Context: an optimization exercise on an open-source flow, tuned for a short achievable clock period and few clock cycles. The choices shown serve that exercise and are no tape-out recipe.
No functional check of the RTL was part of any run shown here.
In every run shown here, the design's own scripts or RTL, not TritonCTS, make the clock network.
The clock port is modelled as an ideal driver, which makes a skipped or thinned clock tree look cheaper than it is; a real chip needs a root buffer or a tree.
Power figures rest on the tool's default switching activity, not on a simulated workload.

==> flow/design.v <==
`timescale 1ns / 1ps
module nextpc (
    input logic reset,
    input logic cap,
    input logic [15:0] inst,
    input logic [4:0] pc,
    input logic halted,
    input logic bp_cur,
    input logic bp_seq,   
    input logic d_v,   
    input logic d_br,   
    input logic d_halt,   
    input logic ex_br,   
    input logic ex_halt,   
    output logic pred,
    output logic take,
    output logic [4:0] pc_f,
    output logic bp_f,   
    output logic halted_d   
);
  logic is_br;
  logic [4:0] tgt, pc_seq;
  assign is_br = (inst[15:13] == 3'b101);
  assign tgt = inst[12:8];
  assign pc_seq = halted ? 5'd0 : pc + 5'd1;
  assign pred = (inst[7:4] == inst[3:0]) || bp_cur;
  assign take = is_br && pred && !halted;
  always_comb
    if (reset) pc_f = cap ? (is_br ? tgt : 5'd1) : 5'd0;
    else if (take) pc_f = tgt;
    else pc_f = pc_seq;
  assign bp_f = !reset && !take && bp_seq;
  logic is_halt, halt_now;
  assign is_halt = (inst[15:13] == 3'b111);
  assign halt_now = (is_halt && !(d_v && (d_br || d_halt)) && !ex_br) ||
                    (d_v && d_halt && !ex_br) || ex_halt;
  assign halted_d = reset ? (cap && is_halt) : (halted || halt_now);
endmodule
`timescale 1ns / 1ps
module add8 (
    input  logic [7:0] a,
    input  logic [7:0] b,
    output logic [7:0] s
);
  assign s = a + b;
endmodule
`timescale 1ns / 1ps
module brres (
    input  logic [7:0] a,
    input  logic [7:0] b,
    input  logic br,
    input  logic pred,
    input  logic reset,
    output logic taken,
    output logic mispredict
);
  assign taken = (a == b);
  assign mispredict = !reset && br && (pred ? !taken : taken);
endmodule
`timescale 1ns / 1ps
module mux2 #(
    parameter int WIDTH = 8
) (
    input logic [WIDTH - 1:0] d0,
    input logic [WIDTH - 1:0] d1,
    input logic s,
    output logic [WIDTH - 1:0] y
);
  assign y = s ? d1 : d0;
endmodule
`timescale 1ns / 1ps
module bpsel (
    input logic [31:0] bp,
    input logic [4:0] a,
    output logic y
);
  logic [31:0] oh;
  always_comb
    for (int j = 0; j < 32; j++) oh[j] = (a == 5'(j));
  assign y = (oh & bp) != 32'd0;
endmodule
`timescale 1ns / 1ps
module fctl (
    input logic [15:0] inst,
    input logic reset,   
    input logic d_v,
    input logic d_wr,
    input logic d_add,
    input logic d_st,
    input logic [3:0] d_dst,
    input logic [3:0] d_sta,
    input logic ex_wr,
    input logic [3:0] ex_dst,
    output logic is_st,
    output logic is_ld,
    output logic is_add,
    output logic is_br,
    output logic is_halt,
    output logic f_wr,
    output logic [3:0] dst,
    output logic [3:0] sta,
    output logic [15:0] ra_oh,
    output logic [15:0] rb_oh,
    output logic ra_r,
    output logic rb_r,
    output logic st_r,
    output logic ra_s,
    output logic ra_l,
    output logic ra_w,
    output logic rb_s,
    output logic rb_l,
    output logic rb_w,
    output logic st_s,
    output logic st_l,
    output logic st_w,
    output logic st_k,
    output logic fwm
);
  logic [2:0] op;
  logic imm;
  logic [3:0] rd, ra, rb;
  assign op = inst[15:13];
  assign imm = inst[12];
  assign rd = inst[11:8];
  assign ra = inst[7:4];
  assign rb = inst[3:0];
  assign is_st = (op == 3'b000);
  assign is_ld = (op == 3'b001);
  assign is_add = (op == 3'b010);
  assign is_br = (op == 3'b101);
  assign is_halt = (op == 3'b111);
  assign f_wr = is_ld || is_add;
  assign dst = (is_ld && !imm) ? ra : rd;
  assign sta = imm ? rd : ra;
  always_comb
    for (int j = 0; j < 16; j++) begin
      ra_oh[j] = (ra == 4'(j));
      rb_oh[j] = (rb == 4'(j));
    end
  logic ea, eb, wa, wb, live;
  assign live = !reset;
  assign ea = live && d_v && d_wr && (d_dst == ra);
  assign eb = live && d_v && d_wr && (d_dst == rb);
  assign wa = live && ex_wr && (ex_dst == ra);
  assign wb = live && ex_wr && (ex_dst == rb);
  assign ra_r = !ea && !wa;
  assign rb_r = !eb && !wb;
  assign st_r = !imm && !eb && !wb;
  assign ra_s = ea && d_add;
  assign ra_l = ea && !d_add;
  assign ra_w = !ea && wa;
  assign rb_s = eb && d_add;
  assign rb_l = eb && !d_add;
  assign rb_w = !eb && wb;
  assign st_s = !imm && eb && d_add;
  assign st_l = !imm && eb && !d_add;
  assign st_w = !imm && !eb && wb;
  assign st_k = imm;
  assign fwm = live && d_v && d_st && (d_sta == rb);
endmodule
`timescale 1ns / 1ps
`timescale 1ns / 1ps
`timescale 1ns / 1ps
`timescale 1ns / 1ps
`timescale 1ns / 1ps
module top (
    input logic clk,
    input logic reset,
    output logic [4:0] curr_inst_addr,
    input logic [15:0] curr_inst,
    output logic write_enable_dmem,
    output logic [3:0] write_addr_dmem,
    output logic [7:0] write_data_dmem,
    output logic halted
);
  logic [7:0] rf[16];
  logic [7:0] dm[16];
  logic [4:0] pc;
  logic halted_r;
  logic [31:0] bp_t;
  logic bp_cur;   
  logic d_v, d_st, d_add, d_br, d_halt, d_wr, d_imm, d_pred;
  logic [7:0] d_k8;
  logic [3:0] d_dst, d_sta;
  logic [15:0] d_rb;
  logic d_fwm;
  logic [4:0] d_pc1, d_tgt, d_pc;
  logic [15:0] d_ra;
  logic d_ra_r, d_rb_r, d_st_r;
  logic d_ra_s, d_ra_l, d_ra_w;
  logic d_rb_s, d_rb_l, d_rb_w;
  logic d_st_s, d_st_l, d_st_w, d_st_k;
  logic ex_wr, ex_add, ex_br, ex_halt, ex_pred, ex_bpa;
  logic [3:0] ex_dst;
  logic [15:0] ex_we;   
  logic [7:0] ex_a, ex_b, ex_l;
  logic [4:0] ex_alt;   
  logic [4:0] ex_bpc;
  logic w_v;
  logic [15:0] w_we;
  logic [7:0] w_d;
  logic st_v;
  logic [3:0] st_a;
  logic [7:0] st_d;
  logic [15:0] st_we;   
  assign curr_inst_addr = pc;
  assign write_enable_dmem = st_v;
  assign write_addr_dmem = st_a;
  assign write_data_dmem = st_d;
  assign halted = halted_r;
  logic [7:0] sum, res;
  logic taken;
  add8 add (
      .a(ex_a),
      .b(ex_b),
      .s(sum)
  );
  mux2 #(8) res_mux (
      .d0(ex_l),
      .d1(sum),
      .s (ex_add),
      .y (res)
  );
  logic mispredict;
  brres cmp (
      .a(ex_a),
      .b(ex_b),
      .br(ex_br),
      .pred(ex_pred),
      .reset(reset),
      .taken(taken),
      .mispredict(mispredict)
  );
  logic [7:0] rfa, rfb, a_e, b_e, s_e, a_n, b_n, s_n, dmb;
  always_comb begin
    rfa = 8'd0;
    rfb = 8'd0;
    dmb = 8'd0;
    for (int j = 0; j < 16; j++) begin
      rfa = rfa | (rf[j] & {8{d_ra[j]}});
      rfb = rfb | (rf[j] & {8{d_rb[j]}});
      dmb = dmb | (dm[j] & {8{d_rb[j]}});
    end
    a_e = (ex_l & {8{d_ra_l}}) | (w_d & {8{d_ra_w}}) | (rfa & {8{d_ra_r}});
    b_e = (ex_l & {8{d_rb_l}}) | (w_d & {8{d_rb_w}}) | (rfb & {8{d_rb_r}});
    s_e = (ex_l & {8{d_st_l}}) | (w_d & {8{d_st_w}}) | (rfb & {8{d_st_r}}) | (d_k8 & {8{d_st_k}});
  end
  mux2 #(8) a_mux (
      .d0(a_e),
      .d1(sum),
      .s (d_ra_s),
      .y (a_n)
  );
  mux2 #(8) b_mux (
      .d0(b_e),
      .d1(sum),
      .s (d_rb_s),
      .y (b_n)
  );
  mux2 #(8) s_mux (
      .d0(s_e),
      .d1(sum),
      .s (d_st_s),
      .y (s_n)
  );
  logic [7:0] m_n;
  assign m_n = d_fwm ? st_d : dmb;
  logic is_st, is_ld, is_add, is_br, is_halt, f_wr;
  logic [3:0] dst, sta;
  logic [15:0] ra_oh, rb_oh;
  logic ra_r, rb_r, st_r;
  logic ra_s, ra_l, ra_w, rb_s, rb_l, rb_w, st_s, st_l, st_w, st_k, fwm;
  fctl fc (
      .inst(curr_inst),
      .reset(reset),
      .d_v(d_v),
      .d_wr(d_wr),
      .d_add(d_add),
      .d_st(d_st),
      .d_dst(d_dst),
      .d_sta(d_sta),
      .ex_wr(ex_wr),
      .ex_dst(ex_dst),
      .is_st(is_st),
      .is_ld(is_ld),
      .is_add(is_add),
      .is_br(is_br),
      .is_halt(is_halt),
      .f_wr(f_wr),
      .dst(dst),
      .sta(sta),
      .ra_oh(ra_oh),
      .rb_oh(rb_oh),
      .ra_r(ra_r),
      .rb_r(rb_r),
      .st_r(st_r),
      .ra_s(ra_s),
      .ra_l(ra_l),
      .ra_w(ra_w),
      .rb_s(rb_s),
      .rb_l(rb_l),
      .rb_w(rb_w),
      .st_s(st_s),
      .st_l(st_l),
      .st_w(st_w),
      .st_k(st_k),
      .fwm(fwm)
  );
  logic r0cap;
  logic cap;
  assign cap = !r0cap && (pc == 5'd0);
  logic bp_seq;
  bpsel bps (
      .bp({bp_t[0], bp_t[31:1]}),
      .a (pc),
      .y (bp_seq)
  );
  logic pred, take, bp_f, bp_d, halted_d;
  logic [4:0] pc_f, pc_d;
  nextpc npc (
      .reset(reset),
      .cap(cap),
      .inst(curr_inst),
      .pc(pc),
      .halted(halted_r),
      .bp_cur(bp_cur),
      .bp_seq(bp_seq),
      .d_v(d_v),
      .d_br(d_br),
      .d_halt(d_halt),
      .ex_br(ex_br),
      .ex_halt(ex_halt),
      .pred(pred),
      .take(take),
      .pc_f(pc_f),
      .bp_f(bp_f),
      .halted_d(halted_d)
  );
  mux2 #(6) pc_mux (
      .d0({bp_f, pc_f}),
      .d1({ex_bpa, ex_alt}),
      .s (mispredict),
      .y ({bp_d, pc_d})
  );
  logic f_ok, d_ok;
  assign f_ok = !halted_r && !(d_v && d_halt) && !ex_halt && !mispredict;
  assign d_ok = d_v && !mispredict;
  logic [4:0] pc1;
  assign pc1 = pc + 5'd1;
  always_ff @(posedge clk) begin
    pc <= pc_d;
    bp_cur <= bp_d;
    halted_r <= halted_d;
    if (reset) begin
      r0cap <= cap;
      d_v <= cap;
      ex_wr <= 1'b0;
      ex_br <= 1'b0;
      ex_halt <= 1'b0;
      w_v <= 1'b0;
      st_v <= 1'b0;
      bp_t <= 32'd0;
    end else begin
      r0cap <= 1'b0;
      d_v <= f_ok;
      ex_wr <= d_ok && d_wr;
      ex_br <= d_ok && d_br;
      ex_halt <= d_ok && d_halt;
      w_v <= ex_wr;
      st_v <= d_ok && d_st;
      if (ex_br) bp_t[ex_bpc] <= taken;
    end
  end
  always_ff @(posedge clk) begin
    d_st <= is_st;
    d_add <= is_add;
    d_br <= is_br;
    d_halt <= is_halt;
    d_wr <= f_wr;
    d_imm <= curr_inst[12];
    d_k8 <= curr_inst[7:0];
    d_dst <= dst;
    d_sta <= sta;
    d_rb <= rb_oh;
    d_pred <= pred || reset;
    d_pc1 <= pc1;
    d_tgt <= curr_inst[12:8];
    d_pc <= pc;
    d_ra <= ra_oh;
    d_ra_r <= ra_r;
    d_rb_r <= rb_r;
    d_st_r <= st_r;
    {d_ra_s, d_ra_l, d_ra_w} <= {ra_s, ra_l, ra_w};
    {d_rb_s, d_rb_l, d_rb_w} <= {rb_s, rb_l, rb_w};
    {d_st_s, d_st_l, d_st_w, d_st_k} <= {st_s, st_l, st_w, st_k};
    d_fwm <= fwm;
  end
  always_ff @(posedge clk) begin
    ex_add <= d_add;
    ex_dst <= d_dst;
    ex_we <= 16'd1 << d_dst;
    ex_a <= a_n;
    ex_b <= b_n;
    ex_l <= d_imm ? d_k8 : m_n;
    ex_pred <= d_pred;
    ex_alt <= d_pred ? d_pc1 : d_tgt;
    ex_bpa <= d_pred ? bp_t[d_pc1] : bp_t[d_tgt];
    ex_bpc <= d_pc;
    st_a <= d_sta;
    st_we <= 16'd1 << d_sta;
    st_d <= s_n;
  end
  always_ff @(posedge clk) begin
    w_we <= ex_we;
    w_d <= res;
  end
  always_ff @(posedge clk)
    for (int i = 0; i < 16; i++)
      if (reset) rf[i] <= 8'd0;
      else if (w_v && w_we[i]) rf[i] <= w_d;
  always_ff @(posedge clk)
    for (int i = 0; i < 16; i++)
      if (reset) dm[i] <= 8'd0;
      else if (st_v && st_we[i]) dm[i] <= st_d;
endmodule
==> flow/flow/run.sh <==
#!/bin/bash
# Own flow: the standard layout (standard.sh) with two changes:
#  - the clock tree is built by flow/pre_cts.tcl (a two-level balanced tree)
#    instead of TritonCTS;
#  - full- and half-adder cells are added to DONT_USE_CELLS (flow/dont_use.txt
#    is the platform's list plus those), so abc maps adders as plain gates.
# Every tool's output goes to the ORFS logs under orfs/logs and to standard.log.
set -euo pipefail
export PRE_CTS_TCL="$PWD/flow/pre_cts.tcl"
du="$(tr '\n' ' ' < flow/dont_use.txt)"
sed "s|\"\${@:-finish}\"|DONT_USE_CELLS=\"$du\" \"\${@:-finish}\"|" standard.sh > standard_nofa.sh
bash standard_nofa.sh ${FLOW_STANDARD_TARGETS:-} > standard.log 2>&1
==> flow/flow/dont_use.txt <==
sky130_fd_sc_hd__probe_p_8
sky130_fd_sc_hd__probec_p_8
sky130_fd_sc_hd__lpflow_bleeder_1
sky130_fd_sc_hd__lpflow_clkbufkapwr_1
sky130_fd_sc_hd__lpflow_clkbufkapwr_16
sky130_fd_sc_hd__lpflow_clkbufkapwr_2
sky130_fd_sc_hd__lpflow_clkbufkapwr_4
sky130_fd_sc_hd__lpflow_clkbufkapwr_8
sky130_fd_sc_hd__lpflow_clkinvkapwr_1
sky130_fd_sc_hd__lpflow_clkinvkapwr_16
sky130_fd_sc_hd__lpflow_clkinvkapwr_2
sky130_fd_sc_hd__lpflow_clkinvkapwr_4
sky130_fd_sc_hd__lpflow_clkinvkapwr_8
sky130_fd_sc_hd__lpflow_decapkapwr_12
sky130_fd_sc_hd__lpflow_decapkapwr_3
sky130_fd_sc_hd__lpflow_decapkapwr_4
sky130_fd_sc_hd__lpflow_decapkapwr_6
sky130_fd_sc_hd__lpflow_decapkapwr_8
sky130_fd_sc_hd__lpflow_inputiso0n_1
sky130_fd_sc_hd__lpflow_inputiso0p_1
sky130_fd_sc_hd__lpflow_inputiso1n_1
sky130_fd_sc_hd__lpflow_inputiso1p_1
sky130_fd_sc_hd__lpflow_inputisolatch_1
sky130_fd_sc_hd__lpflow_isobufsrc_1
sky130_fd_sc_hd__lpflow_isobufsrc_16
sky130_fd_sc_hd__lpflow_isobufsrc_2
sky130_fd_sc_hd__lpflow_isobufsrc_4
sky130_fd_sc_hd__lpflow_isobufsrc_8
sky130_fd_sc_hd__lpflow_isobufsrckapwr_16
sky130_fd_sc_hd__lpflow_lsbuf_lh_hl_isowell_tap_1
sky130_fd_sc_hd__lpflow_lsbuf_lh_hl_isowell_tap_2
sky130_fd_sc_hd__lpflow_lsbuf_lh_hl_isowell_tap_4
sky130_fd_sc_hd__lpflow_lsbuf_lh_isowell_4
sky130_fd_sc_hd__lpflow_lsbuf_lh_isowell_tap_1
sky130_fd_sc_hd__lpflow_lsbuf_lh_isowell_tap_2
sky130_fd_sc_hd__lpflow_lsbuf_lh_isowell_tap_4
sky130_fd_sc_hd__fill_1
sky130_fd_sc_hd__fill_2
sky130_fd_sc_hd__fill_4
sky130_fd_sc_hd__fill_8
sky130_fd_sc_hd__fa_1
sky130_fd_sc_hd__fa_2
sky130_fd_sc_hd__fa_4
sky130_fd_sc_hd__ha_1
sky130_fd_sc_hd__ha_2
sky130_fd_sc_hd__ha_4
sky130_fd_sc_hd__a2111o_1
sky130_fd_sc_hd__a2111o_2
sky130_fd_sc_hd__a2111o_4
sky130_fd_sc_hd__a2111oi_0
sky130_fd_sc_hd__a2111oi_1
sky130_fd_sc_hd__a2111oi_2
sky130_fd_sc_hd__a2111oi_4
sky130_fd_sc_hd__a311o_1
sky130_fd_sc_hd__a311o_2
sky130_fd_sc_hd__a311o_4
sky130_fd_sc_hd__a311oi_1
sky130_fd_sc_hd__a311oi_2
sky130_fd_sc_hd__a311oi_4
sky130_fd_sc_hd__clkdlybuf4s15_1
sky130_fd_sc_hd__clkdlybuf4s15_2
sky130_fd_sc_hd__clkdlybuf4s18_1
sky130_fd_sc_hd__clkdlybuf4s18_2
sky130_fd_sc_hd__clkdlybuf4s25_1
sky130_fd_sc_hd__clkdlybuf4s25_2
sky130_fd_sc_hd__clkdlybuf4s50_1
sky130_fd_sc_hd__clkdlybuf4s50_2
sky130_fd_sc_hd__dlygate4sd1_1
sky130_fd_sc_hd__dlygate4sd2_1
sky130_fd_sc_hd__dlygate4sd3_1
sky130_fd_sc_hd__dlymetal6s2s_1
sky130_fd_sc_hd__dlymetal6s4s_1
sky130_fd_sc_hd__dlymetal6s6s_1
sky130_fd_sc_hd__nor3_1
sky130_fd_sc_hd__nor3_2
sky130_fd_sc_hd__nor3_4
sky130_fd_sc_hd__nor3b_1
sky130_fd_sc_hd__nor3b_2
sky130_fd_sc_hd__nor3b_4
sky130_fd_sc_hd__nor4_1
sky130_fd_sc_hd__nor4_2
sky130_fd_sc_hd__nor4_4
sky130_fd_sc_hd__nor4b_1
sky130_fd_sc_hd__nor4b_2
sky130_fd_sc_hd__nor4b_4
sky130_fd_sc_hd__nor4bb_1
sky130_fd_sc_hd__nor4bb_2
sky130_fd_sc_hd__nor4bb_4
sky130_fd_sc_hd__o2111a_1
sky130_fd_sc_hd__o2111a_2
sky130_fd_sc_hd__o2111a_4
sky130_fd_sc_hd__o2111ai_1
sky130_fd_sc_hd__o2111ai_2
sky130_fd_sc_hd__o2111ai_4
sky130_fd_sc_hd__o311a_1
sky130_fd_sc_hd__o311a_2
sky130_fd_sc_hd__o311a_4
sky130_fd_sc_hd__o311ai_0
sky130_fd_sc_hd__o311ai_1
sky130_fd_sc_hd__o311ai_2
sky130_fd_sc_hd__o311ai_4
sky130_fd_sc_hd__or3_1
sky130_fd_sc_hd__or3_2
sky130_fd_sc_hd__or3_4
sky130_fd_sc_hd__or3b_1
sky130_fd_sc_hd__or3b_2
sky130_fd_sc_hd__or3b_4
sky130_fd_sc_hd__or4_1
sky130_fd_sc_hd__or4_2
sky130_fd_sc_hd__or4_4
sky130_fd_sc_hd__or4b_1
sky130_fd_sc_hd__or4b_2
sky130_fd_sc_hd__or4b_4
sky130_fd_sc_hd__or4bb_1
sky130_fd_sc_hd__or4bb_2
sky130_fd_sc_hd__or4bb_4
sky130_fd_sc_hd__mux4_1
sky130_fd_sc_hd__mux4_2
sky130_fd_sc_hd__mux4_4
==> flow/flow/mycts.tcl <==
# Manual two-level clock tree: R root buffers driven by the clock port, each driving
# some of K leaf buffers; each leaf buffer drives a cluster of flip-flops (capacitated k-means).
proc mycts_kmeans {xs ys K cap} {
  set n [llength $xs]
  set cx {}; set cy {}
  set idx [lsort -real -indices $xs]
  for {set k 0} {$k < $K} {incr k} {
    set i [lindex $idx [expr {int(($k + 0.5) * $n / $K)}]]
    lappend cx [lindex $xs $i]; lappend cy [lindex $ys $i]
  }
  for {set iter 0} {$iter < 40} {incr iter} {
    set cnt [lrepeat $K 0]
    set asg [lrepeat $n -1]
    set pairs {}
    for {set i 0} {$i < $n} {incr i} {
      set x [lindex $xs $i]; set y [lindex $ys $i]
      for {set k 0} {$k < $K} {incr k} {
        set dx [expr {$x-[lindex $cx $k]}]; set dy [expr {$y-[lindex $cy $k]}]
        lappend pairs [list [expr {$dx*$dx+$dy*$dy}] $i $k]
      }
    }
    set pairs [lsort -real -index 0 $pairs]
    set left $n
    foreach p $pairs {
      lassign $p d i k
      if {[lindex $asg $i] >= 0} continue
      if {[lindex $cnt $k] >= $cap} continue
      lset asg $i $k
      lset cnt $k [expr {[lindex $cnt $k]+1}]
      incr left -1
      if {$left == 0} break
    }
    set sx [lrepeat $K 0.0]; set sy [lrepeat $K 0.0]
    for {set i 0} {$i < $n} {incr i} {
      set k [lindex $asg $i]
      lset sx $k [expr {[lindex $sx $k] + [lindex $xs $i]}]
      lset sy $k [expr {[lindex $sy $k] + [lindex $ys $i]}]
    }
    for {set k 0} {$k < $K} {incr k} {
      set c [lindex $cnt $k]
      if {$c > 0} {
        lset cx $k [expr {[lindex $sx $k] / $c}]
        lset cy $k [expr {[lindex $sy $k] / $c}]
      }
    }
  }
  return [list $asg $cx $cy $cnt]
}

proc mycts_build {K R leafm rootm} {
  set db [ord::get_db]
  set block [ord::get_db_block]
  set clknet [$block findNet clk]
  set sinks [$clknet getITerms]
  set n [llength $sinks]
  set xs {}; set ys {}
  foreach it $sinks {
    set bb [[$it getInst] getBBox]
    lappend xs [expr {([$bb xMin]+[$bb xMax])/2.0}]
    lappend ys [expr {([$bb yMin]+[$bb yMax])/2.0}]
  }
  lassign [mycts_kmeans $xs $ys $K [expr {int(ceil(1.1 * $n / $K))}]] asg cx cy cnt
  lassign [mycts_kmeans $cx $cy $R [expr {int(ceil(1.0 * $K / $R))}]] rasg rx ry rcnt
  puts "MYCTS sinks $n leaves $K roots $R leafcounts $cnt rootcounts $rcnt"
  set lm [$db findMaster $leafm]
  set rm [$db findMaster $rootm]
  set rnets {}
  for {set r 0} {$r < $R} {incr r} {
    set b [odb::dbInst_create $block $rm "clkroot_$r"]
    $b setLocation [expr {int([lindex $rx $r])}] [expr {int([lindex $ry $r])}]
    $b setPlacementStatus PLACED
    [$b findITerm A] connect $clknet
    set rn [odb::dbNet_create $block "clkroot_net_$r"]
    $rn setSigType CLOCK
    [$b findITerm X] connect $rn
    lappend rnets $rn
  }
  set lnets {}
  for {set k 0} {$k < $K} {incr k} {
    set b [odb::dbInst_create $block $lm "clkleaf_$k"]
    $b setLocation [expr {int([lindex $cx $k])}] [expr {int([lindex $cy $k])}]
    $b setPlacementStatus PLACED
    [$b findITerm A] connect [lindex $rnets [lindex $rasg $k]]
    set ln [odb::dbNet_create $block "clkleaf_net_$k"]
    $ln setSigType CLOCK
    [$b findITerm X] connect $ln
    lappend lnets $ln
  }
  for {set i 0} {$i < $n} {incr i} {
    set it [lindex $sinks $i]
    $it disconnect
    $it connect [lindex $lnets [lindex $asg $i]]
  }
  $clknet setSigType CLOCK
}
==> flow/flow/pre_cts.tcl <==
# PRE_CTS_TCL hook: replace TritonCTS with a two-level balanced clock tree
# (4 root buffers on the clock port, each driving about 6 leaf buffers, each
# leaf buffer driving a cluster of about 21 flip-flops; see mycts.tcl).
source [file join [file dirname [info script]] mycts.tcl]
rename clock_tree_synthesis orig_clock_tree_synthesis
proc clock_tree_synthesis {args} {
  mycts_build 24 4 sky130_fd_sc_hd__clkbuf_16 sky130_fd_sc_hd__clkbuf_16
}
==> flow/standard.sh <==
#!/bin/bash
# synth_recipe.tcl (not shown) runs the flow's synth.tcl, then flattens the netlist and writes it again
# the make line also repeats each setting of config.mk as NAME=value (left out here)
make -C /OpenROAD-flow-scripts/flow DESIGN_CONFIG=/design/flow/config.mk WORK_HOME=/design/flow/orfs CLKGATE_MAP_FILE= SYNTH_SCRIPT=/design/flow/synth_recipe.tcl "${@:-finish}"
==> flow/config.mk <==
export PLATFORM = sky130hd
export DESIGN_NAME = top
export DESIGN_NICKNAME = top
export VERILOG_FILES = /design/flow/design.v
export SDC_FILE = /design/flow/constraint.sdc
export NUM_CORES = 8
export LEC_CHECK = 0
export CAP_MARGIN = 20
export CORE_MARGIN = 2
export CORE_UTILIZATION = 40
export SETUP_SLACK_MARGIN = 3.0
export SLEW_MARGIN = 20
export SYNTH_HIERARCHICAL = 1
export SYNTH_MINIMUM_KEEP_SIZE = 0
==> flow/constraint.sdc <==
create_clock -name core_clock -period 4.2 [get_ports {clk}]
set_input_delay 0.8400 -clock core_clock [delete_from_list [all_inputs] [get_ports {clk}]]
set_output_delay 0.8400 -clock core_clock [all_outputs]
set_load 0.01 [all_outputs]
==> results of run 1 <==
==> through the flow <==
stage,total power [uW],instance area (um^2),setup slack (ns)
finish,9610,29200,2.27
global placement,6180,22700,1.58
global route,9850,29200,2.22
detailed placement,6200,22800,1.54
floorplan,6030,23800,2.30
CTS,8740,27300,2.08
==> area by class of cell <==
cell class | instances | area share, %
multi-input cells | 1670 | 44.3
inverters | 19 | 0.245
plain buffers | 28 | 2.40
repair buffers | 376 | 15.3
flip-flops and latches | 494 | 34.8
diodes | 1 | 0.00858
well taps | 680 | 2.92
==> path summary, 6_finish.rpt <==
check,start,to,depth (start not counted)
worst min register to register,d_pc[4]$_DFF_P_,ex_bpc[4]$_DFF_P_,0
worst max-delay path,ex_a[4]$_DFF_P_,pc[2]$_DFF_P_,7
worst max register to register,ex_a[4]$_DFF_P_,pc[2]$_DFF_P_,7
worst min-delay path,d_pc[4]$_DFF_P_,ex_bpc[4]$_DFF_P_,0
==> state kept, by name, summed over array words and instances (netlist names), 4 cells and up <==
| signal | count |
|---|---|
| d_rb | 16 |
| d_sta | 4 |
| ex_alt | 5 |
| d_dst | 4 |
| d_ra | 16 |
| d_tgt | 4 |
| bp_t | 32 |
| d_k8 | 8 |
| st_a | 4 |
| w_we | 16 |
| ex_a | 8 |
| ex_we | 16 |
| ex_bpc | 5 |
| st_we | 16 |
| dm | 128 |
| pc | 5 |
| ex_b | 8 |
| rf | 128 |
| ex_l | 8 |
| st_d | 8 |
| d_pc | 5 |
| ex_dst | 4 |
| d_pc1 | 5 |
| w_d | 8 |
==> metal layers <==
layer,vias up,part of all wire [%],track usage [%]
li1,8951,-,-
met1,10200,41,42.6
met2,1190,44,46.9
met3,257,11,6.04
met4,0,3.8,9.21
met5,-,0,0
==> worst max-delay path, stage by stage (launching register included) <==
cell and delay (ns):
dfxtp_4 0.38, xnor2_2 0.15, nand4_1 0.21, buf_4 0.21, o211ai_1 0.28, o31ai_4 0.12, buf_6 0.16, mux2_4 0.30
==> layout by cell type, fill, tap and decap left out, types with 11 or more instances in the layout <==
master / count
mux2_4: 47
o21ai_1: 24
a22oi_1: 84
nand4_1: 57
buf_8: 28
buf_12: 30
nand2_1: 305
a221oi_2: 25
a22oi_2: 62
buf_1: 89
nand3_2: 13
a21oi_4: 11
nand2_4: 21
nand3_1: 260
inv_1: 18
a21oi_2: 266
buf_4: 16
nand2b_1: 13
xnor2_1: 17
dfxtp_1: 408
dfxtp_2: 28
buf_16: 50
buf_2: 48
buf_6: 86
and3_1: 13
xnor2_2: 17
clkbuf_16: 40
nand3_4: 15
dfxtp_4: 58
nor2_2: 27
a22o_1: 29
o21ai_2: 14
xor2_1: 11
nand2_2: 24
a222oi_1: 12
nor2_1: 74
mux2i_1: 34
nor2_4: 20
o21ai_0: 21
==> power groups by stage <==
stage                     clock, uW  combinational, uW  sequential [uW]
after detailed placement          0                850             5350
final                          2690               1790             5130
after floorplan                   0                961             5070
after CTS                      2050               1440             5240
after global routing           2850               1860             5140
after global placement            0                837             5350
==> repair_timing <==
| item | in CTS | in global routing |
|---|---|---|
| gates cloned | 43 | 12 |
| hold buffers | 0 | 0 |
| setup endpoints to repair | 432 | 411 |
| pin swaps | 96 | 110 |
| setup buffers | 166 | 88 |
| gates resized for setup | 582 | 326 |
==> run_results.csv, run 1 <==
group,metric,value,unit
power_and_ir_drop,internal-power,6850,uW
power_and_ir_drop,pwr-share-clk,28.0,%
die,ios,37,
sta,slew_violations,0,
sta,hold_slack,0.326,ns
sta,layout_worst_path_cycle_share,45.9,%
route,drtIter0Drc,2505,
route,drtAntennaViolNets,0,
die,die-width,231,um
power_and_ir_drop,p_sw,2750,uW
job,maxCapViolCount,0,
final_layout,fin_nets,2607,
place,dp_cells,2930,
power_and_ir_drop,swShare,28.7,%
sta,period_minus_slack,1.93,ns
sta,setup_viol,0,
final_layout,area.sequential,10100,um^2
hold_path,hold_class,"reg -> reg",
setup_path,startpoint_type,"register",
clock_network,clk_pin_slew,0.09,ns
yosys,ys_warn_count,12,
sta,worst_pin_slew,0.686,ns
die,core_area,51200,um^2
global_routing,grt_pass1_wl,124,mm
power_and_ir_drop,irDropWorstVdd,0.348,mV
die,die_h,231,um
route,drc,0,
setup_path,path_max_fanout,7,
route,first_pass_iters,6,
place,dp_hpwl,51.7,mm
final_layout,drive_above_1_share,40.9,%
setup_path,crit_required,4.44,ns
final_layout,stdcell_count,3268,
route,wl_per_cell,26.7,um
global_routing,track_usage,30.3,%
yosys,syn_inst,2399,
setup_path,path_class,"reg -> reg",
sta,relSlewSlack,54.2,%
route,via_count,20600,
final_layout,areaGrowthSynthToFinish,41.1,%
sta,finalSetupTns,0,ns
die,die-area,53500,um^2
global_routing,grt_overflow,0,
die,rows,83,
place,gp_congestion,0.981,
sta,max_freq,0.518,GHz
outcome,status,"complete, no violations",
final_layout,multi_input_area,12900,um^2
sta,finalClockSkew,0.0313,ns
route,wl,87.3,mm
power_and_ir_drop,pwr-share-seq,53.4,%
die,initial_utilization,40.4,%
yosys,synth_area_per_cell,8.62,um^2
place,portBuffers,36,
power_and_ir_drop,p_comb_share,18.6,%
setup_path,end_kind,"register",
route,avgViaCountPerCell,6.30,
global_routing,grt_start_max_net_pins,42,
power_and_ir_drop,powerDensity,329,nW/um^2
final_layout,fillers,4245,
yosys,synth_area,20700,um^2
sta,rsz0062_at_grt,"yes",
sta,hold_violations,0,
yosys,synth_fp_nets,2417,
global_routing,grt_pass1_vias,19000,
power_and_ir_drop,leakagePower,0.00966,uW
final_layout,finish.utilization,56.9,%
setup_path,reg2reg_setup_slack,2.27,ns
global_routing,antenna_found_initial,1,
setup_path,cp.arrival,2.17,ns
clock_network,clock_latency,0.37,ns
==> inputs of run 2 (changes only) <==
--- a/flow/design.v
+++ b/flow/design.v
@@ -177,4 +177,5 @@
   logic [7:0] dm[16];
   logic [4:0] pc;
+  logic [4:0] pc_o;   
   logic halted_r;
   logic [31:0] bp_t;
@@ -204,11 +205,11 @@
   logic [7:0] st_d;
   logic [15:0] st_we;   
-  assign curr_inst_addr = pc;
+  assign curr_inst_addr = pc_o;
   assign write_enable_dmem = st_v;
   assign write_addr_dmem = st_a;
   assign write_data_dmem = st_d;
   assign halted = halted_r;
-  logic [7:0] sum, res;
-  logic taken;
+  logic [7:0] sum, sum2, res;
+  logic taken, taken2;
   add8 add (
       .a(ex_a),
@@ -216,11 +217,16 @@
       .s(sum)
   );
+  add8 add2 (
+      .a(ex_a),
+      .b(ex_b),
+      .s(sum2)
+  );
   mux2 #(8) res_mux (
       .d0(ex_l),
-      .d1(sum),
+      .d1(sum2),
       .s (ex_add),
       .y (res)
   );
-  logic mispredict;
+  logic mispredict, mispredict2;   
   brres cmp (
       .a(ex_a),
@@ -229,7 +235,16 @@
       .pred(ex_pred),
       .reset(reset),
-      .taken(taken),
+      .taken(taken2),
       .mispredict(mispredict)
   );
+  brres cmp2 (
+      .a(ex_a),
+      .b(ex_b),
+      .br(ex_br),
+      .pred(ex_pred),
+      .reset(reset),
+      .taken(taken),
+      .mispredict(mispredict2)
+  );
   logic [7:0] rfa, rfb, a_e, b_e, s_e, a_n, b_n, s_n, dmb;
   always_comb begin
@@ -260,5 +275,5 @@
   mux2 #(8) s_mux (
       .d0(s_e),
-      .d1(sum),
+      .d1(sum2),
       .s (d_st_s),
       .y (s_n)
@@ -343,11 +358,19 @@
       .y ({bp_d, pc_d})
   );
+  logic [4:0] pc_od;
+  mux2 #(5) pc_mux_o (
+      .d0(pc_f),
+      .d1(ex_alt),
+      .s (mispredict),
+      .y (pc_od)
+  );
   logic f_ok, d_ok;
-  assign f_ok = !halted_r && !(d_v && d_halt) && !ex_halt && !mispredict;
-  assign d_ok = d_v && !mispredict;
+  assign f_ok = !halted_r && !(d_v && d_halt) && !ex_halt && !mispredict2;
+  assign d_ok = d_v && !mispredict2;
   logic [4:0] pc1;
   assign pc1 = pc + 5'd1;
   always_ff @(posedge clk) begin
     pc <= pc_d;
+    pc_o <= pc_od;
     bp_cur <= bp_d;
     halted_r <= halted_d;
==> run 2 against run 1 <==
Net effect: combinational power fell by 8%; area after synthesis rose by 2.9%; cell area rose by 4.8%; clock skew rose by 0.021 ns; largest power group unchanged.
==> run_results.csv, run 2 <==
group,metric,value,unit
yosys,ys_warn_count,12,
setup_path,path_max_fanout,11,
yosys,synth_fp_nets,2485,
global_routing,antenna_found_initial,0,
final_layout,largestRegisters,"dm: 128 flops, rf: 128 flops, bp_t: 32 flops",
die,initial_utilization,40.5,%
route,wl,95.2,mm
global_routing,grt_pass1_vias,19600,
route,first_pass_iters,6,
setup_path,crit_slowest_cell,"dfxtp_4",
sta,setup_viol,0,
power_and_ir_drop,swShare,28.6,%
setup_path,crit_chain,"buf_1, mux2i_1, a21o_1, a211oi_1, a211oi_1, a22oi_2, o211a_1, mux2_4",
power_and_ir_drop,pwr-share-clk,28.6,%
power_and_ir_drop,p_comb_share,17.1,%
yosys,synth_area_per_cell,8.62,um^2
sta,worst_pin_slew,0.835,ns
power_and_ir_drop,p_sw,2750,uW
route,drtIter0Drc,2553,
global_routing,grt_overflow,0,
job,maxCapViolCount,0,
place,portBuffers,36,
final_layout,finalInstanceArea,30500,um^2
final_layout,final_cell_mix,"dfxtp_1, nand2_1, nand3_1",
route,drc,0,
global_routing,grt_pass1_wl,132,mm
die,die-area,55000,um^2
die,rows,84,
power_and_ir_drop,internal-power,6880,uW
final_layout,areaGrowthSynthToFinish,43.6,%
setup_path,crit_required,4.48,ns
sta,slew_violations,0,
place,dp_hpwl,54.3,mm
die,ios,37,
route,avgViaCountPerCell,6.22,
route,drtAntennaViolNets,0,
final_layout,antenna_cells,0,
sta,layout_worst_path_cycle_share,48.2,%
sta,finalClockSkew,0.0525,ns
clock_network,hold_buffers,0,
power_and_ir_drop,leakagePower,0.0103,uW
setup_path,path_delay_family,"compound AO/OA/AOI/OAI gates",
die,core_area,52600,um^2
yosys,syn_inst,2467,
setup_path,cp.arrival,2.30,ns
sta,hold_violations,0,
outcome,status,"complete, no violations",
final_layout,fin_nets,2749,
setup_path,startpoint_type,"register",
global_routing,grt_start_max_net_pins,40,
final_layout,drive_above_1_share,40.4,%
setup_path,crit_buf_inv,1,
place,placed_area,23400,um^2
die,die_h,235,um
setup_path,crit_top_cell,"a211oi_1",
setup_path,path_class,"reg -> reg",
place,gp_congestion,0.983,
route,wl_per_cell,27.9,um
hold_path,hold_class,"reg -> reg",
die,die-width,235,um
route,via_count,21300,
power_and_ir_drop,pwr-share-seq,54.3,%
final_layout,final_common_cell,"dfxtp_1",
yosys,synth_area,21300,um^2
setup_path,end_kind,"register",
sta,period_minus_slack,2.02,ns
power_and_ir_drop,irDropWorstVdd,0.251,mV
clock_network,clock_latency,0.39,ns
sta,max_freq,0.494,GHz
global_routing,track_usage,32.0,%
power_and_ir_drop,powerDensity,316,nW/um^2
sta,rsz0062_at_grt,"yes",
sta,relSlewSlack,44.2,%
clock_network,clk_pin_slew,0.09,ns
setup_path,slowest_delay,0.43,ns
sta,finalSetupTns,0,ns
## run 2: power by group through the flow
stage,clock network [uW],registers [uW],logic (uW)
4_1_cts,2060,5370,1340
6_report,2750,5240,1650
5_1_grt,2910,5250,1720
3_5_place_dp,0,5390,867
2_1_floorplan,0,5130,946
3_3_place_gp,0,5390,861
## run 2: worst register-to-register path, cell delays in order (launching register included)
cell and delay [ns]:
dfxtp_4 0.43, buf_1 0.13, mux2i_1 0.18, a21o_1 0.14, a211oi_1 0.07, a211oi_1 0.35
a22oi_2 0.19, o211a_1 0.17, mux2_4 0.26
## run 2: path summary, 6_finish.rpt
path | to | cells past startpoint | slack [ns] | from
max reg2reg | bp_cur$_DFF_P_ | 8 | 2.18 | pc[0]$_DFF_P_
min | ex_bpc[2]$_DFF_P_ | 0 | 0.33 | d_pc[2]$_DFF_P_
max | bp_cur$_DFF_P_ | 8 | 2.18 | pc[0]$_DFF_P_
min reg2reg | ex_bpc[2]$_DFF_P_ | 0 | 0.33 | d_pc[2]$_DFF_P_
## run 2: routing by layer
| metal | GRT usage (%) | part of all wire [%] |
|---|---|---|
| met4 | 15.3 | 6.1 |
| met2 | 51.6 | 46 |
| met3 | 4.06 | 8.3 |
| met1 | 42.4 | 40 |
| met5 | 0 | 0 |
## run 2: cell type report
type	count	area [um^2]
flip-flops and latches	499	10300
inverters	18	67.6
well taps	688	861
multi-input cells	1733	13400
repair buffers	451	5250
plain buffers	28	701
fillers	4296	22000
## run 2: what timing repair did
item	CTS	global route
hold endpoints to repair	0	0
buffers inserted	153	159
pin swaps	92	95
resized for setup	601	365
setup endpoints to repair	442	416
gates cloned	51	11
## run 2: stage by stage
step / setup WS (ns) / hold slack (ns) / total power, uW / utilization (%) / instances
after CTS: 2.07 / 0.312 / 8770 / 53.8 / 3247
after detailed placement: 1.46 / 0.312 / 6250 / 44.6 / 3015
final: 2.18 / 0.327 / 9640 / 58.1 / 3417
after global routing: 2.14 / 0.334 / 9880 / 58.1 / 3417
after global placement: 1.47 / 0.310 / 6250 / 44.6 / 3015
after floorplan: 2.25 / 0.310 / 6070 / - / 2467
==> inputs of run 3 (changes only) <==
--- a/flow/design.v
+++ b/flow/design.v
@@ -8,4 +8,5 @@
     input logic bp_cur,
     input logic bp_seq,   
+    input logic hold,   
     input logic d_v,   
     input logic d_br,   
@@ -28,7 +29,8 @@
   always_comb
     if (reset) pc_f = cap ? (is_br ? tgt : 5'd1) : 5'd0;
+    else if (hold) pc_f = pc;
     else if (take) pc_f = tgt;
     else pc_f = pc_seq;
-  assign bp_f = !reset && !take && bp_seq;
+  assign bp_f = !reset && (hold ? bp_cur : !take && bp_seq);
   logic is_halt, halt_now;
   assign is_halt = (inst[15:13] == 3'b111);
@@ -47,6 +49,5 @@
 `timescale 1ns / 1ps
 module brres (
-    input  logic [7:0] a,
-    input  logic [7:0] b,
+    input  logic [7:0] ne,
     input  logic br,
     input  logic pred,
@@ -55,5 +56,5 @@
     output logic mispredict
 );
-  assign taken = (a == b);
+  assign taken = (ne == 8'd0);
   assign mispredict = !reset && br && (pred ? !taken : taken);
 endmodule
@@ -177,5 +178,4 @@
   logic [7:0] dm[16];
   logic [4:0] pc;
-  logic [4:0] pc_o;   
   logic halted_r;
   logic [31:0] bp_t;
@@ -192,8 +192,10 @@
   logic d_rb_s, d_rb_l, d_rb_w;
   logic d_st_s, d_st_l, d_st_w, d_st_k;
+  logic d_hold;   
   logic ex_wr, ex_add, ex_br, ex_halt, ex_pred, ex_bpa;
   logic [3:0] ex_dst;
   logic [15:0] ex_we;   
   logic [7:0] ex_a, ex_b, ex_l;
+  logic [7:0] ex_ne;   
   logic [4:0] ex_alt;   
   logic [4:0] ex_bpc;
@@ -205,11 +207,11 @@
   logic [7:0] st_d;
   logic [15:0] st_we;   
-  assign curr_inst_addr = pc_o;
+  assign curr_inst_addr = pc;
   assign write_enable_dmem = st_v;
   assign write_addr_dmem = st_a;
   assign write_data_dmem = st_d;
   assign halted = halted_r;
-  logic [7:0] sum, sum2, res;
-  logic taken, taken2;
+  logic [7:0] sum, res;
+  logic taken;
   add8 add (
       .a(ex_a),
@@ -217,33 +219,18 @@
       .s(sum)
   );
-  add8 add2 (
-      .a(ex_a),
-      .b(ex_b),
-      .s(sum2)
-  );
   mux2 #(8) res_mux (
       .d0(ex_l),
-      .d1(sum2),
+      .d1(sum),
       .s (ex_add),
       .y (res)
   );
-  logic mispredict, mispredict2;   
+  logic mispredict;
   brres cmp (
-      .a(ex_a),
-      .b(ex_b),
-      .br(ex_br),
-      .pred(ex_pred),
-      .reset(reset),
-      .taken(taken2),
-      .mispredict(mispredict)
-  );
-  brres cmp2 (
-      .a(ex_a),
-      .b(ex_b),
+      .ne(ex_ne),
       .br(ex_br),
       .pred(ex_pred),
       .reset(reset),
       .taken(taken),
-      .mispredict(mispredict2)
+      .mispredict(mispredict)
   );
   logic [7:0] rfa, rfb, a_e, b_e, s_e, a_n, b_n, s_n, dmb;
@@ -275,5 +262,5 @@
   mux2 #(8) s_mux (
       .d0(s_e),
-      .d1(sum2),
+      .d1(sum),
       .s (d_st_s),
       .y (s_n)
@@ -331,4 +318,6 @@
       .y (bp_seq)
   );
+  logic hold;
+  assign hold = d_v && d_hold;
   logic pred, take, bp_f, bp_d, halted_d;
   logic [4:0] pc_f, pc_d;
@@ -341,4 +330,5 @@
       .bp_cur(bp_cur),
       .bp_seq(bp_seq),
+      .hold(hold),
       .d_v(d_v),
       .d_br(d_br),
@@ -358,19 +348,11 @@
       .y ({bp_d, pc_d})
   );
-  logic [4:0] pc_od;
-  mux2 #(5) pc_mux_o (
-      .d0(pc_f),
-      .d1(ex_alt),
-      .s (mispredict),
-      .y (pc_od)
-  );
   logic f_ok, d_ok;
-  assign f_ok = !halted_r && !(d_v && d_halt) && !ex_halt && !mispredict2;
-  assign d_ok = d_v && !mispredict2;
+  assign f_ok = !halted_r && !(d_v && d_halt) && !ex_halt && !mispredict;
+  assign d_ok = d_v && !mispredict && !hold;
   logic [4:0] pc1;
   assign pc1 = pc + 5'd1;
   always_ff @(posedge clk) begin
     pc <= pc_d;
-    pc_o <= pc_od;
     bp_cur <= bp_d;
     halted_r <= halted_d;
@@ -386,5 +368,5 @@
     end else begin
       r0cap <= 1'b0;
-      d_v <= f_ok;
+      if (!hold) d_v <= f_ok;
       ex_wr <= d_ok && d_wr;
       ex_br <= d_ok && d_br;
@@ -395,28 +377,34 @@
     end
   end
-  always_ff @(posedge clk) begin
-    d_st <= is_st;
-    d_add <= is_add;
-    d_br <= is_br;
-    d_halt <= is_halt;
-    d_wr <= f_wr;
-    d_imm <= curr_inst[12];
-    d_k8 <= curr_inst[7:0];
-    d_dst <= dst;
-    d_sta <= sta;
-    d_rb <= rb_oh;
-    d_pred <= pred || reset;
-    d_pc1 <= pc1;
-    d_tgt <= curr_inst[12:8];
-    d_pc <= pc;
-    d_ra <= ra_oh;
-    d_ra_r <= ra_r;
-    d_rb_r <= rb_r;
-    d_st_r <= st_r;
-    {d_ra_s, d_ra_l, d_ra_w} <= {ra_s, ra_l, ra_w};
-    {d_rb_s, d_rb_l, d_rb_w} <= {rb_s, rb_l, rb_w};
-    {d_st_s, d_st_l, d_st_w, d_st_k} <= {st_s, st_l, st_w, st_k};
-    d_fwm <= fwm;
-  end
+  always_ff @(posedge clk)
+    if (hold && !reset) begin
+      {d_ra_s, d_ra_l, d_ra_w, d_ra_r} <= {2'b00, d_ra_s, !d_ra_s};
+      {d_rb_s, d_rb_l, d_rb_w, d_rb_r} <= {2'b00, d_rb_s, !d_rb_s};
+      d_hold <= 1'b0;
+    end else begin
+      d_st <= is_st;
+      d_add <= is_add;
+      d_br <= is_br;
+      d_halt <= is_halt;
+      d_wr <= f_wr;
+      d_imm <= curr_inst[12];
+      d_k8 <= curr_inst[7:0];
+      d_dst <= dst;
+      d_sta <= sta;
+      d_rb <= rb_oh;
+      d_pred <= pred || reset;
+      d_pc1 <= pc1;
+      d_tgt <= curr_inst[12:8];
+      d_pc <= pc;
+      d_ra <= ra_oh;
+      d_ra_r <= ra_r;
+      d_rb_r <= rb_r;
+      d_st_r <= st_r;
+      {d_ra_s, d_ra_l, d_ra_w} <= {ra_s, ra_l, ra_w};
+      {d_rb_s, d_rb_l, d_rb_w} <= {rb_s, rb_l, rb_w};
+      {d_st_s, d_st_l, d_st_w, d_st_k} <= {st_s, st_l, st_w, st_k};
+      d_fwm <= fwm;
+      d_hold <= is_br && (ra_s || rb_s);
+    end
   always_ff @(posedge clk) begin
     ex_add <= d_add;
@@ -425,4 +413,5 @@
     ex_a <= a_n;
     ex_b <= b_n;
+    ex_ne <= a_e ^ b_e;
     ex_l <= d_imm ? d_k8 : m_n;
     ex_pred <= d_pred;
==> run 3 against run 2 <==
Net effect: setup slack worse by 0.063 ns; still clean on timing, DRC and antenna; final cell count up 2.0%; cell area up 3.2%; worst hold slack better by 0.0052 ns; sequential share of layout area up 1.1 points; critical path depth down 1; maximum frequency down 3.0%; die area up 3.0%.
==> run_results.csv, run 3 <==
group,metric,value,unit
outcome,status,"complete, no violations",
power_and_ir_drop,powerDensity,322,nW/um^2
setup_path,r2r-end,"ex_l[6]$_DFF_P_",
final_layout,antenna_cells,0,
route,wl,96.6,mm
sta,period_minus_slack,2.09,ns
final_layout,final_common_cell,"dfxtp_1",
sta,worst_pin_slew,0.876,ns
setup_path,startpoint_type,"register",
sta,hold_violations,0,
setup_path,slowest_delay,0.51,ns
die,die_h,238,um
die,core_area,54000,um^2
global_routing,grt_pass1_vias,20500,
sta,layout_worst_path_cycle_share,49.7,%
global_routing,grt_start_max_net_pins,42,
route,avgViaCountPerCell,6.33,
sta,slew_violations,0,
setup_path,crit_slowest_cell,"edfxtp_1",
yosys,synth_area_per_cell,8.88,um^2
global_routing,antenna_found_initial,1,
place,gp_congestion,0.971,
place,dp_hpwl,56.1,mm
setup_path,path_max_fanout,8,
yosys,synth_area,21900,um^2
hold_path,min_to,"w_we[9]$_DFF_P_",
job,maxCapViolCount,0,
die,initial_utilization,40.6,%
final_layout,final_cell_mix,"dfxtp_1, nand2_1, nand3_1",
route,drtIter0Drc,2509,
route,drc,0,
power_and_ir_drop,leakagePower,0.0107,uW
die,die-area,56700,um^2
final_layout,stdcell_count,3486,
die,die-width,238,um
setup_path,cp.arrival,2.31,ns
final_layout,drive_above_1_share,40.4,%
sta,finalSetupTns,0,ns
sta,rsz0062_at_grt,"yes",
hold_path,hold_path_startpoint,"ex_we[9]$_SDFF_PN0_",
sta,finalClockSkew,0.0285,ns
sta,relSlewSlack,41.5,%
die,ios,37,
final_layout,areaGrowthSynthToFinish,43.7,%
hold_path,hold_depth,0,
final_layout,fin_nets,2810,
die,rows,85,
yosys,syn_inst,2468,
place,portBuffers,36,
route,drtAntennaViolNets,0,
power_and_ir_drop,irDropWorstVdd,0.248,mV
sta,setup_viol,0,
place,dp_cells,3018,
setup_path,r2r-start,"d_rb[0]$_DFFE_PN_",
setup_path,end_kind,"register",
setup_path,crit_required,4.43,ns
setup_path,reg2reg_setup_slack,2.11,ns
yosys,ys_warn_count,12,
clock_network,clk_pin_slew,0.08,ns
route,first_pass_iters,8,
setup_path,crit_chain,"buf_6, buf_12, a22o_1, a221oi_2, nand4_1, mux2i_2, o21ai_1",
sta,max_freq,0.479,GHz
route,via_count,22100,
clock_network,hold_buffers,0,
final_layout,fillers,4391,
global_routing,grt_overflow,0,
global_routing,grt_pass1_wl,137,mm
hold_path,hold_class,"reg -> reg",
global_routing,track_usage,32.0,%
yosys,synth_fp_nets,2486,
setup_path,ff2ff_path_depth,7,
setup_path,path_class,"reg -> reg",
final_layout,largestRegisters,"dm: 128 flops, rf: 128 flops, bp_t: 32 flops",
route,wl_per_cell,27.7,um
clock_network,clock_latency,0.37,ns
-- run 3: changes by cell type in the layout (fill, tap and decap cells not counted), sizes merged, moves of 12 or more --
cell / change
buf: +73
clkbuf: -12
dfxtp: -72
edfxtp: +76
nand4: -14
nor2: +12
xnor2: -29
-- run 3: layer usage --
layer  track usage, %  up-vias  part of all wire [%]
li1                 -     9526                     -
met1             45.1    10900                    41
met2             49.3     1356                    44
met3             5.87      311                    10
met4             11.4        0                   4.7
met5                0        -                     0
-- run 3: through the flow --
stage          power, uW  setup slack [ns]  instance area (um^2)  hold slack, ns  utilization [%]
3_5_place_dp        6390              1.20                 24000           0.312             44.3
3_3_place_gp        6380              1.26                 24000           0.316             44.3
4_1_cts             9130              1.89                 29700           0.312             54.9
6_report           10100              2.11                 31500           0.332             58.3
5_1_grt            10400              2.10                 31500           0.336             58.3
2_1_floorplan       6220              2.09                 25000           0.310                -
-- run 3: final cells by class --
| cell class | count | area [um^2] | share of cell area [%] |
|---|---|---|---|
| Buffer | 28 | 701 | 2.22 |
| Inverter | 20 | 87.6 | 0.278 |
| Multi-Input combinational cell | 1728 | 13400 | 42.5 |
| Sequential cell | 503 | 10900 | 34.7 |
| Tap cell | 696 | 871 | 2.76 |
| Timing Repair Buffer | 511 | 5520 | 17.5 |
-- run 3: how the worst max path moves through the flow --
stage / to / from / slack (ns)
after floorplan: pc[1]$_DFF_P_ / curr_inst[15] / 2.09
after global placement: pc[2]$_DFF_P_ / curr_inst[3] / 1.26
after detailed placement: pc[2]$_DFF_P_ / curr_inst[3] / 1.20
after CTS: pc[2]$_DFF_P_ / curr_inst[3] / 1.89
after global routing: pc[1]$_DFF_P_ / curr_inst[1] / 2.10
final: ex_l[6]$_DFF_P_ / d_rb[0]$_DFFE_PN_ / 2.11
-- run 3: power by group --
group / switching [uW] / internal, uW
combinational: 1110 / 1000
clock: 1530 / 1200
sequential: 257 / 5050
-- run 3: worst max-delay path: cells and delay by family, from the launching register on --
kind,cells,cell delay (ns)
muxes,1,0.31
DFF,1,0.51
buffers and inverters,2,0.30
and+or+nand+nor,1,0.29
AOI/OAI and AO/OA,3,0.54
-- run 3: what timing repair did --
item,in CTS,in global routing
endpoints found under the setup margin,520,503
cloned,57,5
gates resized for setup,606,347
buffers inserted,253,125
pin swaps,120,121
hold endpoints to repair,0,0
==> inputs of run 4 (changes only) <==
--- a/flow/design.v
+++ b/flow/design.v
@@ -8,5 +8,4 @@
     input logic bp_cur,
     input logic bp_seq,   
-    input logic hold,   
     input logic d_v,   
     input logic d_br,   
@@ -29,8 +28,7 @@
   always_comb
     if (reset) pc_f = cap ? (is_br ? tgt : 5'd1) : 5'd0;
-    else if (hold) pc_f = pc;
     else if (take) pc_f = tgt;
     else pc_f = pc_seq;
-  assign bp_f = !reset && (hold ? bp_cur : !take && bp_seq);
+  assign bp_f = !reset && !take && bp_seq;
   logic is_halt, halt_now;
   assign is_halt = (inst[15:13] == 3'b111);
@@ -48,4 +46,25 @@
 endmodule
 `timescale 1ns / 1ps
+module brcmp (
+    input  logic [7:0] a,   
+    input  logic [7:0] b,   
+    input  logic a_s,   
+    input  logic b_s,   
+    input  logic [7:0] x,
+    input  logic [7:0] y,
+    output logic [7:0] ne
+);
+  function automatic logic [7:0] sum_ne(input logic [7:0] x, input logic [7:0] y,
+                                        input logic [7:0] c);
+    logic [7:0] k;
+    k = (x & y) | ((x | y) & ~c);
+    sum_ne = x ^ y ^ c ^ {k[6:0], 1'b0};
+  endfunction
+  always_comb
+    if (a_s && b_s) ne = 8'd0;
+    else if (a_s) ne = sum_ne(x, y, b);
+    else if (b_s) ne = sum_ne(x, y, a);
+    else ne = a ^ b;
+endmodule
 module brres (
     input  logic [7:0] ne,
@@ -101,9 +120,8 @@
     output logic [3:0] dst,
     output logic [3:0] sta,
-    output logic [15:0] ra_oh,
     output logic [15:0] rb_oh,
-    output logic ra_r,
-    output logic rb_r,
-    output logic st_r,
+    output logic [15:0] ra_r,
+    output logic [15:0] rb_r,
+    output logic [15:0] st_r,
     output logic ra_s,
     output logic ra_l,
@@ -134,4 +152,5 @@
   assign dst = (is_ld && !imm) ? ra : rd;
   assign sta = imm ? rd : ra;
+  logic [15:0] ra_oh;
   always_comb
     for (int j = 0; j < 16; j++) begin
@@ -145,7 +164,7 @@
   assign wa = live && ex_wr && (ex_dst == ra);
   assign wb = live && ex_wr && (ex_dst == rb);
-  assign ra_r = !ea && !wa;
-  assign rb_r = !eb && !wb;
-  assign st_r = !imm && !eb && !wb;
+  assign ra_r = (reset || ea || wa) ? 16'd0 : ra_oh;
+  assign rb_r = (reset || eb || wb) ? 16'd0 : rb_oh;
+  assign st_r = (reset || imm || eb || wb) ? 16'd0 : rb_oh;
   assign ra_s = ea && d_add;
   assign ra_l = ea && !d_add;
@@ -187,10 +206,8 @@
   logic d_fwm;
   logic [4:0] d_pc1, d_tgt, d_pc;
-  logic [15:0] d_ra;
-  logic d_ra_r, d_rb_r, d_st_r;
+  logic [15:0] d_ra_r, d_rb_r, d_st_r;
   logic d_ra_s, d_ra_l, d_ra_w;
   logic d_rb_s, d_rb_l, d_rb_w;
   logic d_st_s, d_st_l, d_st_w, d_st_k;
-  logic d_hold;   
   logic ex_wr, ex_add, ex_br, ex_halt, ex_pred, ex_bpa;
   logic [3:0] ex_dst;
@@ -234,17 +251,16 @@
       .mispredict(mispredict)
   );
-  logic [7:0] rfa, rfb, a_e, b_e, s_e, a_n, b_n, s_n, dmb;
+  logic [7:0] a_e, b_e, s_e, a_n, b_n, s_n, dmb;
   always_comb begin
-    rfa = 8'd0;
-    rfb = 8'd0;
+    a_e = (ex_l & {8{d_ra_l}}) | (w_d & {8{d_ra_w}});
+    b_e = (ex_l & {8{d_rb_l}}) | (w_d & {8{d_rb_w}});
+    s_e = (ex_l & {8{d_st_l}}) | (w_d & {8{d_st_w}}) | (d_k8 & {8{d_st_k}});
     dmb = 8'd0;
     for (int j = 0; j < 16; j++) begin
-      rfa = rfa | (rf[j] & {8{d_ra[j]}});
-      rfb = rfb | (rf[j] & {8{d_rb[j]}});
+      a_e = a_e | (rf[j] & {8{d_ra_r[j]}});
+      b_e = b_e | (rf[j] & {8{d_rb_r[j]}});
+      s_e = s_e | (rf[j] & {8{d_st_r[j]}});
       dmb = dmb | (dm[j] & {8{d_rb[j]}});
     end
-    a_e = (ex_l & {8{d_ra_l}}) | (w_d & {8{d_ra_w}}) | (rfa & {8{d_ra_r}});
-    b_e = (ex_l & {8{d_rb_l}}) | (w_d & {8{d_rb_w}}) | (rfb & {8{d_rb_r}});
-    s_e = (ex_l & {8{d_st_l}}) | (w_d & {8{d_st_w}}) | (rfb & {8{d_st_r}}) | (d_k8 & {8{d_st_k}});
   end
   mux2 #(8) a_mux (
@@ -266,10 +282,19 @@
       .y (s_n)
   );
+  logic [7:0] ne_n;
+  brcmp bcmp (
+      .a(a_e),
+      .b(b_e),
+      .a_s(d_ra_s),
+      .b_s(d_rb_s),
+      .x(ex_a),
+      .y(ex_b),
+      .ne(ne_n)
+  );
   logic [7:0] m_n;
   assign m_n = d_fwm ? st_d : dmb;
   logic is_st, is_ld, is_add, is_br, is_halt, f_wr;
   logic [3:0] dst, sta;
-  logic [15:0] ra_oh, rb_oh;
-  logic ra_r, rb_r, st_r;
+  logic [15:0] rb_oh, ra_r, rb_r, st_r;
   logic ra_s, ra_l, ra_w, rb_s, rb_l, rb_w, st_s, st_l, st_w, st_k, fwm;
   fctl fc (
@@ -292,5 +317,4 @@
       .dst(dst),
       .sta(sta),
-      .ra_oh(ra_oh),
       .rb_oh(rb_oh),
       .ra_r(ra_r),
@@ -318,6 +342,4 @@
       .y (bp_seq)
   );
-  logic hold;
-  assign hold = d_v && d_hold;
   logic pred, take, bp_f, bp_d, halted_d;
   logic [4:0] pc_f, pc_d;
@@ -330,5 +352,4 @@
       .bp_cur(bp_cur),
       .bp_seq(bp_seq),
-      .hold(hold),
       .d_v(d_v),
       .d_br(d_br),
@@ -350,5 +371,5 @@
   logic f_ok, d_ok;
   assign f_ok = !halted_r && !(d_v && d_halt) && !ex_halt && !mispredict;
-  assign d_ok = d_v && !mispredict && !hold;
+  assign d_ok = d_v && !mispredict;
   logic [4:0] pc1;
   assign pc1 = pc + 5'd1;
@@ -368,5 +389,5 @@
     end else begin
       r0cap <= 1'b0;
-      if (!hold) d_v <= f_ok;
+      d_v <= f_ok;
       ex_wr <= d_ok && d_wr;
       ex_br <= d_ok && d_br;
@@ -377,34 +398,27 @@
     end
   end
-  always_ff @(posedge clk)
-    if (hold && !reset) begin
-      {d_ra_s, d_ra_l, d_ra_w, d_ra_r} <= {2'b00, d_ra_s, !d_ra_s};
-      {d_rb_s, d_rb_l, d_rb_w, d_rb_r} <= {2'b00, d_rb_s, !d_rb_s};
-      d_hold <= 1'b0;
-    end else begin
-      d_st <= is_st;
-      d_add <= is_add;
-      d_br <= is_br;
-      d_halt <= is_halt;
-      d_wr <= f_wr;
-      d_imm <= curr_inst[12];
-      d_k8 <= curr_inst[7:0];
-      d_dst <= dst;
-      d_sta <= sta;
-      d_rb <= rb_oh;
-      d_pred <= pred || reset;
-      d_pc1 <= pc1;
-      d_tgt <= curr_inst[12:8];
-      d_pc <= pc;
-      d_ra <= ra_oh;
-      d_ra_r <= ra_r;
-      d_rb_r <= rb_r;
-      d_st_r <= st_r;
-      {d_ra_s, d_ra_l, d_ra_w} <= {ra_s, ra_l, ra_w};
-      {d_rb_s, d_rb_l, d_rb_w} <= {rb_s, rb_l, rb_w};
-      {d_st_s, d_st_l, d_st_w, d_st_k} <= {st_s, st_l, st_w, st_k};
-      d_fwm <= fwm;
-      d_hold <= is_br && (ra_s || rb_s);
-    end
+  always_ff @(posedge clk) begin
+    d_st <= is_st;
+    d_add <= is_add;
+    d_br <= is_br;
+    d_halt <= is_halt;
+    d_wr <= f_wr;
+    d_imm <= curr_inst[12];
+    d_k8 <= curr_inst[7:0];
+    d_dst <= dst;
+    d_sta <= sta;
+    d_rb <= rb_oh;
+    d_pred <= pred || reset;
+    d_pc1 <= pc1;
+    d_tgt <= curr_inst[12:8];
+    d_pc <= pc;
+    d_ra_r <= ra_r;
+    d_rb_r <= rb_r;
+    d_st_r <= st_r;
+    {d_ra_s, d_ra_l, d_ra_w} <= {ra_s, ra_l, ra_w};
+    {d_rb_s, d_rb_l, d_rb_w} <= {rb_s, rb_l, rb_w};
+    {d_st_s, d_st_l, d_st_w, d_st_k} <= {st_s, st_l, st_w, st_k};
+    d_fwm <= fwm;
+  end
   always_ff @(posedge clk) begin
     ex_add <= d_add;
@@ -413,5 +427,5 @@
     ex_a <= a_n;
     ex_b <= b_n;
-    ex_ne <= a_e ^ b_e;
+    ex_ne <= ne_n;
     ex_l <= d_imm ? d_k8 : m_n;
     ex_pred <= d_pred;
==> run 4 against run 3 <==
Net effect: largest power group unchanged; still clean; setup slack worse by 0.077 ns; sequential power is 4% higher; synthesized cell count is 9.2% higher; clock power is 3% higher; worst hold slack worse by 0.0038 ns.
==> run_results.csv, run 4 <==
group,metric,value,unit
final_layout,largestRegisters,"dm: 128 flops, rf: 128 flops, bp_t: 32 flops",
route,wl_per_cell,31.1,um
job,maxCapViolCount,0,
global_routing,grt_overflow,0,
global_routing,track_usage,35.4,%
final_layout,stdcell_count,3728,
place,portBuffers,36,
clock_network,clk_pin_slew,0.09,ns
die,initial_utilization,40.5,%
route,avgViaCountPerCell,6.53,
sta,slew_violations,0,
global_routing,grt_pass1_vias,22200,
final_layout,fin_nets,2982,
final_layout,areaGrowthSynthToFinish,47.0,%
die,die-area,60400,um^2
setup_path,cp-startpoint,"d_rb_r[0]$_DFF_P_",
die,rows,88,
sta,hold_violations,0,
yosys,synth_fp_nets,2714,
hold_path,min_to,"ex_bpc[1]$_DFF_P_",
power_and_ir_drop,powerDensity,303,nW/um^2
place,placed_area,25800,um^2
route,first_pass_iters,8,
die,die_h,246,um
outcome,status,"complete, no violations",
yosys,ys_warn_count,13,
power_and_ir_drop,irDropWorstVdd,0.419,mV
yosys,synth_area_per_cell,8.67,um^2
final_layout,finalInstanceArea,34400,um^2
clock_network,clock_latency,0.38,ns
power_and_ir_drop,leakagePower,0.0114,uW
global_routing,grt_start_max_net_pins,40,
hold_path,hold_depth,0,
setup_path,path_max_fanout,8,
setup_path,ff2ff_path_depth,8,
sta,finalClockSkew,0.0320,ns
die,core_area,57700,um^2
sta,finalSetupTns,0,ns
place,dp_cells,3281,
sta,period_minus_slack,2.16,ns
hold_path,hold_path_startpoint,"d_pc[1]$_DFF_P_",
hold_path,hold_class,"reg -> reg",
final_layout,drive_above_1_share,45.8,%
sta,layout_worst_path_cycle_share,51.5,%
sta,worst_pin_slew,0.758,ns
die,die-width,246,um
final_layout,finish.utilization,59.5,%
setup_path,end_kind,"register",
setup_path,r2r-start,"d_rb_r[0]$_DFF_P_",
global_routing,grt_pass1_wl,159,mm
setup_path,r2r-end,"ex_ne[2]$_DFF_P_",
power_and_ir_drop,power.total,10400,uW
setup_path,reg2reg_setup_slack,2.04,ns
die,ios,37,
sta,relSlewSlack,49.4,%
route,drtIter0Drc,3129,
route,wl,116,mm
place,gp_congestion,1.02,
sta,max_freq,0.462,GHz
place,dp_hpwl,71.3,mm
setup_path,startpoint_type,"register",
final_layout,final_common_cell,"dfxtp_1",
sta,rsz0062_at_grt,"yes",
setup_path,path_class,"reg -> reg",
global_routing,antenna_found_initial,3,
yosys,syn_inst,2696,
sta,setup_viol,0,
route,drc,0,
setup_path,cp.arrival,2.38,ns
route,via_count,24300,
route,drtAntennaViolNets,0,
yosys,synth_area,23400,um^2
final_layout,final_cell_mix,"dfxtp_1, nand2_1, a21oi_2",
setup_path,crit_required,4.41,ns
[run 4: per-stage QoR]
| step | setup WS, ns | hold slack, ns |
|---|---|---|
| after global routing | 2.07 | 0.334 |
| after detailed placement | 1.18 | 0.312 |
| final | 2.04 | 0.329 |
| after global placement | 1.23 | 0.312 |
| after CTS | 2.04 | 0.312 |
| after floorplan | 2.17 | 0.310 |
[run 4: final cells by class]
type                    instances  area, um^2
diodes                          1        2.50
plain buffers                  28         701
fillers                      4673       23300
inverters                      23         101
multi-input cells            1902       16100
flip-flops and latches        531       11000
well taps                     765         957
repair buffers                477        5480
repair inverters                1        7.51
[run 4: critical path, stage by stage, from the launching register on]
cell and delay [ns]:
dfxtp_4 0.42, a22o_1 0.25, a221oi_4 0.32, nand4_1 0.17
buf_6 0.18, o21bai_1 0.19, a211o_1 0.30, o211ai_2 0.08
o22ai_2 0.10
[run 4: worst max path at each step]
stage | cells after the start | to | slack [ns]
floorplan | 7 | d_st_r[10]$_DFF_P_ | 2.17
global placement | 6 | d_v$_DFF_P_ | 1.23
detailed placement | 6 | d_v$_DFF_P_ | 1.18
CTS | 6 | pc[1]$_DFF_P_ | 2.04
global route | 8 | ex_ne[2]$_DFF_P_ | 2.07
finish | 8 | ex_ne[2]$_DFF_P_ | 2.04
[run 4: where the power goes]
part / switching, uW / internal, uW / total (uW)
combinational: 1130 / 952 / 2080
sequential: 325 / 5180 / 5500
clock: 1610 / 1200 / 2820
total: 3070 / 7330 / 10400
[run 4: routing by layer]
metal | routed length [um] | global-route usage [%] | vias up
li1 | - | - | 10400
met1 | 48000 | 49.6 | 12100
met2 | 50200 | 54.1 | 1490
met3 | 12000 | 7.22 | 346
met4 | 5690 | 12.3 | 2
met5 | 13 | 0 | -
[run 4: timing repair]
action                     4_1_cts  5_1_grt
cloned                          49       25
setup endpoints to repair      485      464
hold buffers                     0        0
resized for setup              703      539
pin swaps                      121      154
setup buffers                  211      133

port drivers added, routing unchanged:
No port has a modelled driver above. Below, the same layouts with a new extraction and two added sets of constraints. Step 1 (the two cells are an assumption about what drives the block):
set clk [get_ports {clk}]
set_driving_cell -lib_cell sky130_fd_sc_hd__clkbuf_16 $clk
set_driving_cell -lib_cell sky130_fd_sc_hd__buf_2 [delete_from_list [all_inputs] $clk]
Step 2 moves the port delays by t, midway between the first and last clock arrival at a register: inputs arrive t later, outputs are due t later. That takes back most of the time a late clock gives input paths. a / b / c = no drivers / after step 1 / after step 2; a / b = the first two.
run | shift t [ns] | slack for setup (ns) | hold WS [ns] | clock arrival spread, ns | worst data-port slew with drivers (ns)
run 1 | 0.462 | 2.271 / 2.252 / 2.031 | 0.326 / 0.326 / 0.326 | 0.038 / 0.039 | 0.20
run 2 | 0.489 | 2.177 / 2.177 / 1.967 | 0.327 / 0.327 / 0.327 | 0.055 / 0.054 | 0.23
run 3 | 0.484 | 2.114 / 2.114 / 1.786 | 0.332 / 0.332 / 0.332 | 0.029 / 0.029 | 0.27
run 4 | 0.494 | 2.037 / 2.037 / 1.827 | 0.329 / 0.329 / 0.329 | 0.037 / 0.036 | 0.38
After both steps every run listed still meets setup and hold. For run 3, which loses most, drivers alone change the setup slack by 0.000 ns; drivers and shift together by -0.328 ns.
